Background: an optimization exercise with open tools, aiming at small area, a short achievable clock period and few clock cycles per item. Do not read the settings as production practice. The RTL was checked by simulation tests, not by an equivalence proof against the original design.

==> inputs of run a <==
Design SNN, start of the top module:
module SNN(
	clk,
	rst_n,
	in_valid,
	img,
	ker,
	weight,
	out_valid,
	out_data
);
input clk;
input rst_n;
input in_valid;
input [7:0] img;
input [7:0] ker;
input [7:0] weight;
output reg out_valid;
output reg [9:0] out_data;
reg       cnt_img;
reg [2:0] cnt_row;
reg [2:0] cnt_col;
always @(posedge clk or negedge rst_n) begin
	if (!rst_n) begin
		cnt_img <= 1'b0;
		cnt_row <= 3'd0;
		cnt_col <= 3'd0;
	end else if (!in_valid) begin
		cnt_img <= 1'b0;
		cnt_row <= 3'd0;
		cnt_col <= 3'd0;
	end else if (cnt_col == 3'd5) begin
		cnt_col <= 3'd0;
		if (cnt_row == 3'd5) begin
			cnt_row <= 3'd0;
			cnt_img <= ~cnt_img;
		end else
			cnt_row <= cnt_row + 3'd1;
	end else
		cnt_col <= cnt_col + 3'd1;
end
reg [7:0] k0_n, k1_n, k2_n, k3_n, k4_n, k5_n, k6_n, k7_n, k8_n;
reg [7:0] w0, w1, w2, w3;
wire cap_row0 = !cnt_img && cnt_row == 3'd0;
wire cap_row1 = !cnt_img && cnt_row == 3'd1;
wire [7:0] ker_n = ~ker;
always @(posedge clk) begin
	if (cap_row0 && cnt_col == 3'd0) k0_n <= ker_n;
	if (cap_row0 && cnt_col == 3'd1) k1_n <= ker_n;
	if (cap_row0 && cnt_col == 3'd2) k2_n <= ker_n;
	if (cap_row0 && cnt_col == 3'd3) k3_n <= ker_n;
	if (cap_row0 && cnt_col == 3'd4) k4_n <= ker_n;
	if (cap_row0 && cnt_col == 3'd5) k5_n <= ker_n;
	if (cap_row1 && cnt_col == 3'd0) k6_n <= ker_n;
	if (cap_row1 && cnt_col == 3'd1) k7_n <= ker_n;
	if (cap_row1 && cnt_col == 3'd2) k8_n <= ker_n;
	if (in_valid && cap_row0 && cnt_col == 3'd0) w0 <= weight;
	if (cap_row0 && cnt_col == 3'd1) w1 <= weight;
  ...
clock: 17.0 ns
lec_check: 0
cap_margin: 20
core_margin: 2
core_utilization: 55
cts_buf_list: sky130_fd_sc_hd__clkbuf_16
cts_cluster_diameter: 100
cts_cluster_size: 20
slew_margin: 20
synth_hierarchical: 1
standard.sh (not shown) runs the stock make flow with config.mk's settings and CLKGATE_MAP_FILE= SYNTH_SCRIPT=/design/flow/synth_recipe.tcl, a recipe that flattens the netlist after the stock synthesis.
==> flow/flow/run.sh <==
#!/bin/bash
# The standard layout (standard.sh), with these changes to how it is made:
#  - the port buffers are buf_4 cells instead of the cell buffer_ports picks
#    by default (a slow delay buffer);
#  - the timing repair steps aim for 12.45 ns of setup slack on the 17 ns
#    clock and may change a cell's footprint, so they size up the gates of
#    the longest paths. The clock, its period and the constraints are
#    unchanged.
set -o pipefail
bash standard.sh \
  BUFFER_PORTS_ARGS="-buffer_cell sky130_fd_sc_hd__buf_4" \
  SETUP_SLACK_MARGIN=12.45 \
  MATCH_CELL_FOOTPRINT=0 \
  finish 2>&1 | tee standard.log
==> run b (differences from run a) <==
--- a/flow/config.mk
+++ b/flow/config.mk
@@ -5,6 +5,7 @@
 export SDC_FILE = /design/flow/constraint.sdc
 export NUM_CORES = 4
 export LEC_CHECK = 0
+export ABC_AREA = 1
 export CAP_MARGIN = 20
 export CORE_MARGIN = 2
 export CORE_UTILIZATION = 55
==> run c (differences from run a) <==
--- a/flow/config.mk
+++ b/flow/config.mk
@@ -7,9 +7,9 @@
 export LEC_CHECK = 0
 export CAP_MARGIN = 20
 export CORE_MARGIN = 2
-export CORE_UTILIZATION = 55
+export CORE_UTILIZATION = 70
 export CTS_BUF_LIST = sky130_fd_sc_hd__clkbuf_16
 export CTS_CLUSTER_DIAMETER = 100
-export CTS_CLUSTER_SIZE = 20
+export CTS_CLUSTER_SIZE = 24
 export SLEW_MARGIN = 20
 export SYNTH_HIERARCHICAL = 1
==> notes <==
- The lowest die area belongs to run c, the highest to run b.
- The lowest final cell count belongs to run c, the highest to run b.
- The lowest utilization belongs to run b, the highest to run c.
- Of run b and run c, run b has the higher synthesized cell count (gap about 10%, measured against run c).
Testbench counts of run a, summed over its fixed seeds: cycles 14,976, items 192.
Testbench counts of run b, summed over its fixed seeds: cycles 14,976, items 192.
Testbench counts of run c, summed over its fixed seeds: cycles 14,976, items 192.

---

==> 06-21 <==
SNN, a different RTL version from the one above (not shown whole).
Design SNN, start of the top module:
module SNN(
	clk,
	rst_n,
	in_valid,
	img,
	ker,
	weight,
	out_valid,
	out_data
);
input clk;
input rst_n;
input in_valid;
input [7:0] img;
input [7:0] ker;
input [7:0] weight;
output reg out_valid;
output reg [9:0] out_data;
reg       cnt_img;
reg [2:0] cnt_row;
reg [2:0] cnt_col;
always @(posedge clk or negedge rst_n) begin
	if (!rst_n) begin
		cnt_img <= 1'b0;
		cnt_row <= 3'd0;
		cnt_col <= 3'd0;
	end else if (!in_valid) begin
		cnt_img <= 1'b0;
		cnt_row <= 3'd0;
		cnt_col <= 3'd0;
	end else if (cnt_col == 3'd5) begin
		cnt_col <= 3'd0;
		if (cnt_row == 3'd5) begin
			cnt_row <= 3'd0;
			cnt_img <= ~cnt_img;
		end else
			cnt_row <= cnt_row + 3'd1;
	end else
		cnt_col <= cnt_col + 3'd1;
end
reg [7:0] k0_n, k1_n, k2_n, k3_n, k4_n, k5_n, k6_n, k7_n, k8_n;
reg [7:0] w0, w1, w2, w3;
wire cap_row0 = !cnt_img && cnt_row == 3'd0;
wire cap_row1 = !cnt_img && cnt_row == 3'd1;
wire [7:0] ker_n = ~ker;
always @(posedge clk) begin
	if (cap_row0 && cnt_col == 3'd0) k0_n <= ker_n;
	if (cap_row0 && cnt_col == 3'd1) k1_n <= ker_n;
	if (cap_row0 && cnt_col == 3'd2) k2_n <= ker_n;
	if (cap_row0 && cnt_col == 3'd3) k3_n <= ker_n;
	if (cap_row0 && cnt_col == 3'd4) k4_n <= ker_n;
	if (cap_row0 && cnt_col == 3'd5) k5_n <= ker_n;
	if (cap_row1 && cnt_col == 3'd0) k6_n <= ker_n;
	if (cap_row1 && cnt_col == 3'd1) k7_n <= ker_n;
	if (cap_row1 && cnt_col == 3'd2) k8_n <= ker_n;
	if (in_valid && cap_row0 && cnt_col == 3'd0) w0 <= weight;
	if (cap_row0 && cnt_col == 3'd1) w1 <= weight;
	if (cap_row0 && cnt_col == 3'd2) w2 <= weight;
	if (cap_row0 && cnt_col == 3'd3) w3 <= weight;
end
reg       v1;
reg [7:0] px_n;
reg [7:0] pxl_n;    
reg       img1;
reg [2:0] row1;
  ...
Settings: LEC_CHECK=0, CAP_MARGIN=20, CORE_MARGIN=2, CORE_UTILIZATION=55, CTS_BUF_LIST=sky130_fd_sc_hd__clkbuf_16, CTS_CLUSTER_DIAMETER=100, CTS_CLUSTER_SIZE=20, SLEW_MARGIN=20, SYNTH_HIERARCHICAL=1; clock period 17.0 ns.
Scripts as last shown in full above: flow/flow/run.sh
==> 04-03 (differences from 06-21) <==
--- a/flow/flow/run.sh
+++ b/flow/flow/run.sh
@@ -3,5 +3,5 @@
 #  - the port buffers are buf_4 cells instead of the cell buffer_ports picks
 #    by default (a slow delay buffer);
-#  - the timing repair steps aim for 12.45 ns of setup slack on the 17 ns
+#  - the timing repair steps aim for 12.7 ns of setup slack on the 17 ns
 #    clock and may change a cell's footprint, so they size up the gates of
 #    the longest paths. The clock, its period and the constraints are
==> impl_metrics.py <==
metrics = {
    "global_route": {
        "groute.usage.overall": 0.262,
        "grt_antenna_before_repair": 5,
    },
    "run_status": {
        "run_status": "complete, no violations",
    },
    "clock_network": {
        "clock_tree_from_tritoncts": "yes",
    },
    "worst_setup_path": {
        "max_fanout_on_critical_path": 1,
    },
    "worst_hold_path": {
        "hold_depth": 0,
    },
}
[end of results for 06-21]
==> impl_metrics.py <==
metrics = {
    "worst_hold_path": {
        "hold_depth": 0,
    },
    "clock_network": {
        "clock_tree_from_tritoncts": "yes",
        "postCtsHoldBufs": 0,
    },
    "finish": {
        "layout.cell_area.non_filler_um2": 37200,
    },
    "run_status": {
        "run_status": "complete, no violations",
    },
    "yosys": {
        "most_frequent_cell_after_synthesis": "nor2_1",
    },
    "global_route": {
        "groute.usage.overall": 0.262,
    },
    "worst_setup_path": {
        "cp_startpoint_kind": "register",
    },
}
[end of results for 04-03]
Testbench counts of 06-21, summed over its fixed seeds: cycles 14,976, items 192.
Testbench counts of 04-03, summed over its fixed seeds: cycles 14,976, items 192.

==> re-timing with driven ports <==
In the flow no input, the clock included, has a driving cell. The finished layouts below were timed again as built, in two steps.
Step 1 assumes that a clkbuf_16 drives the clock port and a buf_2 every other input.
Step 2, shift: input delay + t, output delay - t, t = (earliest + latest rising clock arrival at the registers) / 2. This alone moves slack from input paths to output paths.
a / b / c = no drivers / after step 1 / after step 2; a / b = the first two.
run	t (ns)	setup slack, ns	worst hold slack (ns)	worst register clock-pin slew, ns	worst data-port slew with drivers (ns)
run a	0.681	12.480 / 12.413 / 12.584	0.325 / 0.325 / 0.325	0.09 / 0.09	0.10
run b	0.659	12.471 / 12.412 / 12.406	0.324 / 0.324 / 0.324	0.09 / 0.09	0.10
run c	0.641	12.353 / 12.353 / 12.353	0.333 / 0.333 / 0.333	0.10 / 0.10	0.09
06-21	0.672	12.462 / 12.396 / 12.552	0.326 / 0.326 / 0.326	0.09 / 0.09	0.10
04-03	0.672	12.462 / 12.396 / 12.552	0.326 / 0.326 / 0.326	0.09 / 0.09	0.10
After both steps setup and hold are still met in every run listed. For run b, which loses most, drivers alone change the setup slack by -0.059 ns; drivers and shift together by -0.065 ns.
